This is an optimization exercise on Yosys and OpenROAD, whose aim is small area, not a production implementation.
Only simulation tests tie the RTL to the original design; equivalence was not proved.
Power is estimated from default activity; no workload was simulated.

--- flow/run.sh ---
#!/bin/bash
# synth_recipe.tcl (not shown) runs the flow's synth.tcl, then flattens the netlist and writes it again
# the make line also repeats each setting of config.mk as NAME=value (left out here)
make -C /OpenROAD-flow-scripts/flow DESIGN_CONFIG=/design/flow/config.mk WORK_HOME=/design/flow/orfs CLKGATE_MAP_FILE= SYNTH_SCRIPT=/design/flow/synth_recipe.tcl finish
--- flow/config.mk ---
export PLATFORM = sky130hd
export DESIGN_NAME = top_level
export DESIGN_NICKNAME = top_level
export VERILOG_FILES = /design/flow/design.v
export SDC_FILE = /design/flow/constraint.sdc
export NUM_CORES = 4
export LEC_CHECK = 0
export CAP_MARGIN = 20
export CORE_MARGIN = 2
export CORE_UTILIZATION = 40
export SLEW_MARGIN = 20
--- flow/constraint.sdc ---
create_clock -name core_clock -period 5.3 [get_ports {s00_axis_aclk}]
set_input_delay 1.0600 -clock core_clock [delete_from_list [all_inputs] [get_ports {s00_axis_aclk}]]
set_output_delay 1.0600 -clock core_clock [all_outputs]
set_load 0.01 [all_outputs]
--- flow/design.v ---
`default_nettype none  
module LUV_mod #
	(
		parameter integer C_S00_AXIS_TDATA_WIDTH	= 32,
		parameter integer C_M00_AXIS_TDATA_WIDTH	= 32,
		parameter integer STEP_FREQ = 200_000_000,
		parameter integer SUBCARRIER = 3_580_000
	)
	(
		input wire  s00_axis_aclk, s00_axis_aresetn,
		input wire  s00_axis_tlast, s00_axis_tvalid,
		input wire [C_S00_AXIS_TDATA_WIDTH-1 : 0] s00_axis_tdata,
		input wire [(C_S00_AXIS_TDATA_WIDTH/8)-1: 0] s00_axis_tstrb,
		output logic  s00_axis_tready,
		input wire  m00_axis_aclk, m00_axis_aresetn,
		input wire  m00_axis_tready,
		output logic  m00_axis_tvalid, m00_axis_tlast,
		output logic [C_M00_AXIS_TDATA_WIDTH-1 : 0] m00_axis_tdata,
		output logic [(C_M00_AXIS_TDATA_WIDTH/8)-1: 0] m00_axis_tstrb
	); 
	localparam TAPS = 481;
	logic signed [8:0] I, Q;
	logic [8:0] Y;
	assign I = ((s00_axis_tdata[15:8] * 2'b11) >> 2) - (s00_axis_tdata[7:0] >> 2);
	assign Q = (s00_axis_tdata[15:8] >> 1) + (s00_axis_tdata[7:0] >> 1);
	assign Y = s00_axis_tdata[23:16];
	logic [TAPS-1:0][7:0] y_pipeline;
	logic Iout_tready, Iout_tvalid, Iout_tlast, Ifilter_tready, Ifilter_tvalid, Ifilter_tlast;
	logic signed [31 : 0] Iout_tdata, Ifilter_tdata;
	logic [(C_M00_AXIS_TDATA_WIDTH/8)-1: 0] Iout_tstrb, Ifilter_tstrb;
	logic Qout_tready, Qout_tvalid, Qout_tlast,Qfilter_tready, Qfilter_tvalid, Qfilter_tlast;
	logic signed [31 : 0] Qout_tdata, Qfilter_tdata;
	logic [(C_M00_AXIS_TDATA_WIDTH/8)-1: 0] Qout_tstrb, Qfilter_tstrb;
	assign s00_axis_tready = m00_axis_tready;
	assign m00_axis_tdata = Y + 8'd77; 
	assign m00_axis_tvalid = Iout_tvalid;
	assign m00_axis_tstrb = Iout_tstrb;
	assign m00_axis_tlast = Iout_tlast;
	always_ff @(posedge s00_axis_aclk)begin
		if (s00_axis_aresetn == 0) begin
			y_pipeline <= 0;
		end else if(m00_axis_tready) begin
			for (int i = 0; i < TAPS; i++) begin 
				y_pipeline[i] <= (i == 0)? s00_axis_tdata[23:16]: y_pipeline[i-1];
			end
		end
	end
	assign Iout_tvalid = s00_axis_tvalid;
	assign Iout_tlast = s00_axis_tlast;
	assign Iout_tstrb = s00_axis_tstrb;
endmodule
`default_nettype none  
module NTSC #
	(
		parameter integer C_S00_AXIS_TDATA_WIDTH	= 32,
		parameter integer C_M00_AXIS_TDATA_WIDTH	= 16,
        parameter integer CLK_PERIOD = 4,  
        parameter integer STEP_FREQ = 250_000_000
	)
	(
		input wire  s00_axis_aclk, s00_axis_aresetn,
		input wire  s00_axis_tlast, s00_axis_tvalid,
		input wire [C_S00_AXIS_TDATA_WIDTH-1 : 0] s00_axis_tdata,
		input wire [(C_S00_AXIS_TDATA_WIDTH/8)-1: 0] s00_axis_tstrb,
		output logic  s00_axis_tready,
		input wire  s01_axis_aclk, s01_axis_aresetn,
		input wire  s01_axis_tlast, s01_axis_tvalid,
		input wire [C_S00_AXIS_TDATA_WIDTH-1 : 0] s01_axis_tdata,
		input wire [(C_S00_AXIS_TDATA_WIDTH/8)-1: 0] s01_axis_tstrb,
		output logic  s01_axis_tready,
		input wire  m00_axis_aclk, m00_axis_aresetn,
		input wire  m00_axis_tready,
		output logic  m00_axis_tvalid, m00_axis_tlast,
		output logic [C_M00_AXIS_TDATA_WIDTH-1 : 0] m00_axis_tdata,
		output logic [(C_M00_AXIS_TDATA_WIDTH/8)-1: 0] m00_axis_tstrb
	);
    assign m00_axis_tstrb = 2'b11;
    assign m00_axis_tdata = video_out;  
    int probe;
    assign probe = SYNC_PERIOD;
    localparam WIDTH = 20; 
    localparam FRAME_LIMIT = 2; 
    localparam VERTICAL_LIMIT = 11;
    localparam SYNC_PERIOD = int'(4700/CLK_PERIOD);
    localparam HALF_SYNC_PERIOD = int'(2350/CLK_PERIOD);
    localparam BEFORE_CB_PERIOD = int'(500/CLK_PERIOD);
    localparam COLOR_BURST_PERIOD = int'(2500/CLK_PERIOD);
    localparam AFTER_CB_PERIOD = int'(1700/CLK_PERIOD);
    localparam VISIBLE_PERIOD = int'(52600/CLK_PERIOD);
    localparam PIXEL_PERIOD = int'(VISIBLE_PERIOD/WIDTH);  
    localparam FRONT_PORCH_PERIOD = int'(1500/CLK_PERIOD);
    localparam TOTAL_PERIOD = int'(63500/CLK_PERIOD);
    localparam HALF_PERIOD = int'(31750/CLK_PERIOD);
    localparam AUDIO_PERIOD = int'(22675/CLK_PERIOD);
    localparam HSYNC = 4'b0000;
    localparam COLOR_BURST = 4'b0001;
    localparam VISIBLE = 4'b0010;
    localparam FRONT = 4'b0011;
    localparam VSYNC = 4'b0100;
    localparam IDLE = 4'b0101;
    localparam EQUAL = 4'b0110;
    logic [31:0] video_out;
    logic [31:0] audio_out;
    logic [31:0] counter;
    logic [31:0] pixel_counter;
    logic [31:0] pixel;
    logic [31:0] audio_counter;
    logic [3:0] state;
    logic [31:0] vcount;
    logic signed [15:0] bp;
    logic signed [15:0] cb;
    logic parity;
    always_ff @(posedge s00_axis_aclk)begin
        if (s00_axis_aresetn == 0)begin
            vcount <= 0;
            state <= IDLE;
            counter <= 0;
            vcount <= 0;
            parity <= 0;
            pixel_counter <= 0;
            s00_axis_tready <= 0;
            pixel <= 0;
            audio_out <= 0;
            video_out <= 0;
            audio_counter <= 0;
            s01_axis_tready <= 0;
            m00_axis_tvalid <= 0;
            m00_axis_tlast <= 0;
        end else if (m00_axis_tready) begin
            case(state)
                IDLE: begin
                    s01_axis_tready <= 1;
                    audio_out <= 0;
                end
                default: begin
                    audio_out <= (s01_axis_tdata + 16'd32768) >> 2;
                    if (audio_counter < AUDIO_PERIOD - 1) begin
                        audio_counter <= audio_counter + 1;
                        s01_axis_tready <= 0;
                    end else begin
                        audio_counter <= 0;
                        s01_axis_tready <= 1;
                    end
                end
            endcase
            case(state)
                IDLE: begin  
                    m00_axis_tvalid <= 0;
                    s00_axis_tready <= 1;
                    if (s00_axis_tvalid) begin
                        state <= EQUAL;
                        s00_axis_tready <= 0;
                        parity <= ~parity;
                        vcount <= 0;
                        counter <= 0;
                    end
                end
                HSYNC: begin  
                    m00_axis_tlast <= 0; 
                    video_out <= 0;  
                    m00_axis_tvalid <= 1;  
                    counter <= counter + 1;  
                    if (counter == SYNC_PERIOD - 1) begin  
                        counter <= 0;  
                        state <= COLOR_BURST;
                        video_out <= 8'd77; 
                    end
                end
                COLOR_BURST: begin  
                    m00_axis_tvalid <= 1;
                    counter <= counter + 1;
                    if (counter < BEFORE_CB_PERIOD - 1) begin  
                        video_out <= 8'd77; 
                    end else if (counter < BEFORE_CB_PERIOD + COLOR_BURST_PERIOD - 1) begin  
                        video_out <= 8'd77; 
                    end else if (counter < BEFORE_CB_PERIOD + COLOR_BURST_PERIOD + AFTER_CB_PERIOD - 1) begin  
                        video_out <= 8'd77; 
                    end else begin
                        counter <= 0;
                        state <= VISIBLE; 
                        s00_axis_tready <= 1;  
                        pixel <= 0;  
                    end
                end
                VISIBLE: begin
                    m00_axis_tvalid <= 1;
                    video_out <= s00_axis_tdata;  
                    counter <= counter + 1;  
                    if (counter < VISIBLE_PERIOD - 1) begin  
                        if (pixel < WIDTH - 1) begin  
                            if (pixel_counter < PIXEL_PERIOD - 1) begin  
                                s00_axis_tready <= 0;
                                pixel_counter <= pixel_counter + 1;
                            end else begin 
                                s00_axis_tready <= 1;
                                pixel <= pixel + 1;  
                                pixel_counter <= 0;
                            end
                        end else begin
                            s00_axis_tready <= 0;  
                            video_out <= 8'd77; 
                        end
                    end else begin  
                        video_out <= 8'd77; 
                        pixel <= 0;
                        s00_axis_tready <= 0;
                        pixel_counter <= 0;
                        counter <= 0;
                        state <= FRONT;
                    end
                end
                FRONT: begin  
                    video_out <= 8'd77; 
                    counter <= counter + 1;
                    m00_axis_tvalid <= 1;
                    if (counter == FRONT_PORCH_PERIOD - 1) begin  
                        counter <= 0;
                        vcount <= (vcount < FRAME_LIMIT - 1) ? vcount + 1: 0;  
                        state <= (vcount < FRAME_LIMIT - 1) ? HSYNC : EQUAL;  
                        m00_axis_tlast <= 1;
                    end
                end
                EQUAL: begin
                    video_out <= 0;
                    counter <= counter + 1;
                    m00_axis_tvalid <= 1;
                    m00_axis_tlast <= 0;
                    s00_axis_tready <= 0;
                    if (counter < HALF_SYNC_PERIOD - 1) begin
                        video_out <= (3 <= vcount && vcount < 6)? 8'd77: 0; 
                    end else if (counter < HALF_PERIOD - 1) begin
                        video_out <= (3 <= vcount && vcount < 6)? 0: 8'd77;
                    end else if (counter < HALF_SYNC_PERIOD + HALF_PERIOD - 1) begin
                        video_out <= (3 <= vcount && vcount < 6)? 8'd77: 0; 
                    end else if (counter < TOTAL_PERIOD - 1) begin
                        video_out <= (3 <= vcount && vcount < 6)? 0: 8'd77;
                    end else begin
                        counter <= 0;
                        video_out <= (3 <= vcount && vcount < 6)? 0: 8'd77;
                        vcount <= vcount + 1;
                        state <= (vcount < 9)? EQUAL: VSYNC; 
                    end
                end
                VSYNC: begin  
                    video_out <= 0;
                    counter <= counter + 1;
                    m00_axis_tvalid <= 1;
                    m00_axis_tlast <= 0;
                    s00_axis_tready <= 0;
                    if (counter < SYNC_PERIOD - 1) begin
                        video_out <= 8'd77; 
                    end else if (counter < TOTAL_PERIOD - 1) begin
                        video_out <= 0;
                    end else begin  
                        counter <= 0;
                        if (vcount < VERTICAL_LIMIT - 1) begin  
                            vcount <= vcount + 1;
                            m00_axis_tlast <= 1;
                            video_out <= 8'd77; 
                        end else begin  
                            vcount <= 0;
                            parity <= ~parity;
                            state <= HSYNC;
                        end 
                    end
                end
            endcase
        end 
    end
endmodule
`default_nettype wire
`default_nettype none  
module top_level #
	(
		parameter integer C_S00_AXIS_TDATA_WIDTH	= 32,
		parameter integer C_M00_AXIS_TDATA_WIDTH	= 32,
        parameter integer CLK_PERIOD = 5.3,  
        parameter integer STEP_FREQ = 188_000_000
	)
	(
		input wire  s00_axis_aclk, s00_axis_aresetn,
		input wire  s00_axis_tlast, s00_axis_tvalid,
		input wire [C_S00_AXIS_TDATA_WIDTH-1 : 0] s00_axis_tdata,
		input wire [(C_S00_AXIS_TDATA_WIDTH/8)-1: 0] s00_axis_tstrb,
		output logic  s00_axis_tready,
		input wire  s01_axis_tlast, s01_axis_tvalid,
		input wire [C_S00_AXIS_TDATA_WIDTH-1 : 0] s01_axis_tdata,
		input wire [(C_S00_AXIS_TDATA_WIDTH/8)-1: 0] s01_axis_tstrb,
		output logic  s01_axis_tready,
		input wire  m00_axis_tready,
		output logic  m00_axis_tvalid, m00_axis_tlast,
		output logic [C_M00_AXIS_TDATA_WIDTH-1 : 0] m00_axis_tdata,
		output logic [(C_M00_AXIS_TDATA_WIDTH/8)-1: 0] m00_axis_tstrb
	);
	logic LUV_tready, LUV_tvalid, LUV_tlast;
	logic [31 : 0] LUV_tdata;
	logic [(C_M00_AXIS_TDATA_WIDTH/8)-1: 0] LUV_tstrb;
    logic CMOD_tready, CMOD_tvalid, CMOD_tlast;
	logic [31 : 0] CMOD_tdata;
	logic [(C_M00_AXIS_TDATA_WIDTH/8)-1: 0] CMOD_tstrb;
    logic FM_tready, FM_tvalid, FM_tlast;
    logic [C_M00_AXIS_TDATA_WIDTH-1 : 0] FM_tdata;
    logic [(C_M00_AXIS_TDATA_WIDTH/8)-1: 0] FM_tstrb;
    assign FM_tvalid = 1'b0;
    assign FM_tlast = 1'b0;
    assign FM_tdata = '0;
    assign FM_tstrb = '0;
    assign s01_axis_tready = FM_tready;
    logic [15:0] ntsc_tdata;
    logic [1:0] ntsc_tstrb;
    assign m00_axis_tdata = {16'b0, ntsc_tdata};
    assign m00_axis_tstrb = {2'b0, ntsc_tstrb};
    LUV_mod #(.STEP_FREQ(STEP_FREQ), .SUBCARRIER(3_580_000)) luv(
        .s00_axis_aclk(s00_axis_aclk),
        .s00_axis_aresetn(s00_axis_aresetn),
        .s00_axis_tlast(s00_axis_tlast),
        .s00_axis_tvalid(s00_axis_tvalid),
        .s00_axis_tdata(s00_axis_tdata),
        .s00_axis_tstrb(s00_axis_tstrb),
        .s00_axis_tready(s00_axis_tready), 
        .m00_axis_aclk(s00_axis_aclk),
        .m00_axis_aresetn(s00_axis_aresetn),
        .m00_axis_tlast(LUV_tlast),
        .m00_axis_tvalid(LUV_tvalid),
        .m00_axis_tdata(LUV_tdata),
        .m00_axis_tstrb(LUV_tstrb),
        .m00_axis_tready(LUV_tready)      
    );
    NTSC #(.CLK_PERIOD(CLK_PERIOD), .STEP_FREQ(STEP_FREQ)) ntsc(
        .s00_axis_aclk(s00_axis_aclk),
        .s00_axis_aresetn(s00_axis_aresetn),
        .s00_axis_tlast(LUV_tlast),
        .s00_axis_tvalid(LUV_tvalid),
        .s00_axis_tdata(LUV_tdata),
        .s00_axis_tstrb(LUV_tstrb),
        .s00_axis_tready(LUV_tready),
        .s01_axis_aclk(s00_axis_aclk),
        .s01_axis_aresetn(s00_axis_aresetn),
        .s01_axis_tlast(FM_tlast),
        .s01_axis_tvalid(FM_tvalid),
        .s01_axis_tdata(FM_tdata),
        .s01_axis_tstrb(FM_tstrb),
        .s01_axis_tready(FM_tready),
        .m00_axis_aclk(s00_axis_aclk),
        .m00_axis_aresetn(s00_axis_aresetn),
        .m00_axis_tlast(m00_axis_tlast),
        .m00_axis_tvalid(m00_axis_tvalid),
        .m00_axis_tdata(ntsc_tdata),
        .m00_axis_tstrb(ntsc_tstrb),
        .m00_axis_tready(m00_axis_tready)
    );
endmodule
`default_nettype wire
==> metrics.log <==
[metrics] Cells after DPL: 1282
[metrics] met1 Use GR: 23.3%
[metrics] final routed wire length divided by cell count: 13.7 µm
[metrics] wire length of the first global-routing pass: 30.3 mm
[metrics] delay of the slowest cell on the worst path: 0.86 ns
[metrics] number of global-route vias before repair: 6182
[metrics] crit path max fanout: 24
[metrics] switching share of power: 25.6%
[metrics] part of the total power dissipated in combinational logic: 6.6%
[metrics] clock latency of the later-clocked register in the worst-skew pair: 0.42 ns
[metrics] half-perimeter wire length of the detailed placement result: 12.3 mm
[metrics] crit start category: flip-flop
[metrics] Least-Margin Pin Slew: 0.937 ns
[metrics] Int Power: 2.05 mW
[metrics] leading cell type by number of instances after synthesis: dfxtp_1
[metrics] post-synthesis cell type count: 75
[metrics] relative max-transition margin: 37.6%
[metrics] total routing usage reported by global routing: 16.3%
[metrics] max frequency: 288 MHz
[metrics] maximum level of the CTS H-tree: 4
[metrics] number of nets in the layout: 1115
[metrics] total via count in the routed design: 7017
[metrics] Max Slew Vio Count: 0
[metrics] full die area: 22600 µm²
[metrics] final setup violation count: 0
[metrics] Hold Startpoint: ntsc.video_out[8]
[metrics] post-detailed-route via-to-cell ratio: 5.34
[metrics] largest net degree at the start of global routing: 33
[metrics] commonest cells in the synthesized netlist: 176 x dfxtp_1, 134 x nor2_1, 80 x nand2_1
[metrics] met2 usage: 25.0%
[metrics] EDFF count, synth: 0
[metrics] fraction of layout instances using a drive strength above 1: 6.73%
[metrics] PD cells: 291 nW/µm²
[metrics] Initial DRC Count: 325
[metrics] number of DRC violations after detailed routing: 0
[metrics] switching component of the power: 0.706 mW
[metrics] clock-pin slew on the worst setup and hold paths: 0.07 ns
[metrics] met3 Resource Use GR: 3.91%
[metrics] adder-cell area share of the yosys netlist: 1.32%
[metrics] Reg power frac: 49.0%
[metrics] Final Hold Violating Endpoints: 0
[metrics] Total Neg Setup Slack: 0 ns
[metrics] synthesis-to-layout area growth: 11.1%
[metrics] endpoint required time on the critical path: 5.62 ns
[metrics] Max rail drop VDD: 0.203 mV
[metrics] number of setup buffers added after CTS: 0
[metrics] final instance count without filler cells: 1315
[metrics] final critical-path share of the clock period: 65.5%
[metrics] buffer depth of the longest clock path: 2
[metrics] most crowded layer after global routing: met2
[metrics] cell with the largest stage delay on the worst path: a2111oi_1
[metrics] power share of the clock group: 44.4%
[metrics] Crit. End Element: flip-flop
[metrics] Site Rows: 53
[metrics] post-synth design cell area: 8550 µm²
[metrics] Total Routed Length: 18.0 mm
[metrics] Syn. warnings: 3
[metrics] Sink Count: 176
[metrics] root cell of the clock tree: clkbuf_16
[metrics] minimum period implied by the final worst setup slack: 3.47 ns
[metrics] unrepaired setup endpoints after global routing: no
[metrics] number of buffers created by CTS: 17
[metrics] routability congestion estimate from global placement: 0.814
[metrics] classification of the worst-slack hold path: flip-flop to flip-flop
[metrics] Primary FF master, synth: dfxtp_1
[metrics] worst path arrival time: 3.79 ns
[metrics] number of storage elements in the synthesis netlist: 176
[metrics] worst setup slack after placement: 1.66 ns
[metrics] area share of the largest cell type after synthesis: 41.2%
[metrics] first-pass iteration count of the detailed router: 5
[metrics] CP Class: flip-flop to flip-flop
[metrics] share of cell area taken by muxes after synthesis: 0.936%
[metrics] worst clock skew: 0.0162 ns
[metrics] cell taking the most area after synthesis: dfxtp_1
[metrics] Worst R2R Start: ntsc.pixel[0]
[metrics] Async S/R FF share, synth: 0%
[metrics] first element of the critical path: ntsc.pixel[0]
[metrics] post-synthesis share of cell area spent on xor and xnor gates: 5.43%
[metrics] final worst slack: 1.83 ns
[metrics] Resize count post-CTS: 0
[metrics] Vert. Die Dim: 150 µm
[metrics] number of input and output port buffers inserted: 24
[metrics] basic-gate share of the synthesized area counting and, or, nand and nor cells: 29.5%
[metrics] total congestion overflow: 0
[metrics] sequential element share of the synthesized area: 41.2%
[metrics] Compound-Gate Fraction of Synth Area: 15.5%
[metrics] final core area utilization: 45.2%
[metrics] Mean Syn Cell Area: 8.37 µm²
[metrics] Antenna Nets Post-Route: 0
[metrics] run status: complete, no violations
[metrics] number of antenna violations at the first check in global routing: 0
[metrics] Largest delay share family, worst path: compound AO/OA/AOI/OAI gates
[metrics] biggest area contributors in the synthesized netlist: dfxtp_1 41%, nor2_1 5.9%, xnor2_1 4.3%, nand2_1 3.5%, nand3_1 3.5%
[metrics] count of boundary I/O pins: 119
[metrics] floorplan core area: 21000 µm²
[metrics] Max-Cap Viols: 0
[metrics] combinational family with the most area after synthesis: simple AND/OR/NAND/NOR gates
[metrics] initial core utilization: 40.7%
[metrics] clock tree from TritonCTS: built
[metrics] cells traversed along the worst timing path: ha_1 -> o21ai_0 -> nand3_1 -> a2111oi_1 -> o21ai_1 -> o21ai_2 -> buf_4 -> nor2_1
[metrics] total inserted antenna cells: 0
[metrics] Post-Syn Instances: 1022
[metrics] leakage power total: 3.30 nW
[metrics] buffers plus inverters on the worst setup path: 1
[metrics] die span in x: 150 µm
[metrics] number of buffers inserted for hold repair after clock tree synthesis: 0
routing by layer:
layer	part of all wire, %	up-vias
met5	0	-
met2	44	106
met1	52	3255
met4	0.72	0
li1	-	3645
met3	2.9	11
flip-flops by register name, summed over array words and instances, names as in the netlist:
signal	count
ntsc.s00_axis_tready	1
ntsc.m00_axis_tlast	1
ntsc.s01_axis_tready	1
ntsc.video_out	9
ntsc.state	3
ntsc.pixel_counter	32
ntsc.pixel	32
ntsc.vcount	32
ntsc.audio_counter	32
ntsc.counter	32
ntsc.m00_axis_tvalid	1
layout make-up:
type	instances	area, µm²
multi-input combinational	773	4620
clock inverter	13	146
fill	2080	11500
tap	275	344
inverter	26	97.6
clock buffer	19	453
timing repair buffer	33	315
sequential	176	3520
power groups by stage:
stage	clock [mW]	sequential [mW]	combinational, mW
floorplan	0	1.37	0.149
finish	1.23	1.35	0.182
global route	1.32	1.35	0.205
CTS	1.27	1.35	0.181
global placement	0	1.38	0.181
detailed placement	0	1.38	0.181
worst register-to-register path, delay by kind of cell, from the launching register on:
| family | cells | cell delay (ns) |
|---|---|---|
| adders and majority gates | 1 | 0.25 |
| and+or+nand+nor | 2 | 0.21 |
| AOI/OAI and AO/OA | 4 | 2.27 |
| buffers and inverters | 1 | 0.31 |
| DFF | 1 | 0.34 |
final timing paths:
kind         depth (start not counted)               endpoint  slack [ns]
min                                  2      ntsc.video_out[8]        0.46
max                                  8  ntsc.pixel_counter[9]        1.83
min reg2reg                          2      ntsc.video_out[8]        0.46
max reg2reg                          8  ntsc.pixel_counter[9]        1.83
cells in the final DEF, fill, tap and decap left out, types with 17 or more instances in the layout:
| cell | instances |
|---|---|
| o21ai_0 | 25 |
| a21oi_1 | 47 |
| conb_1 | 27 |
| nor2_1 | 133 |
| clkbuf_16 | 17 |
| nand4_1 | 27 |
| xnor2_1 | 42 |
| nand2_1 | 80 |
| nor3_1 | 25 |
| dfxtp_1 | 176 |
| a31oi_1 | 22 |
| and3_1 | 33 |
| inv_1 | 25 |
| nor4_1 | 30 |
| clkdlybuf4s50_1 | 24 |
| and2_1 | 42 |
| nand3_1 | 60 |
metrics by stage:
stage          total power, mW  cell area, µm²  hold slack (ns)
6_report                  2.76            9500            0.456
2_1_floorplan             1.52            8650            0.420
3_5_place_dp              1.56            8880            0.441
5_1_grt                   2.88            9500            0.477
4_1_cts                   2.80            9480            0.458
3_3_place_gp              1.56            8880            0.437
cells by family after synthesis:
logic type | after synthesis
buf+inv | 98
compound gates | 188
mux | 8
other cells | 2
xor+xnor | 53
simple gates | 488
fa+ha+maj | 9
flops | 176

re-timing with driven ports:
The results above use ideal ports. As a check the final layout listed here was re-extracted and re-timed, cells and wires unchanged. Step 1 assumes that a clkbuf_16 drives the clock port and a buf_2 every other input. Step 2, shift: input delay + t, output delay - t, t = (earliest + latest rising clock arrival at the registers) / 2. This alone moves slack from input paths to output paths. a / b / c = ideal ports / drivers / drivers and shift; a / b = the first two.
t, ns: 0.459
setup slack, ns: 1.827 / 1.827 / 1.687
worst data-port slew with drivers (ns): 0.05
pins driven straight from the clock port: 1
After both steps this run still meets setup and hold. The setup slack of this run moves by 0.000 ns with the drivers and by -0.140 ns with both steps.
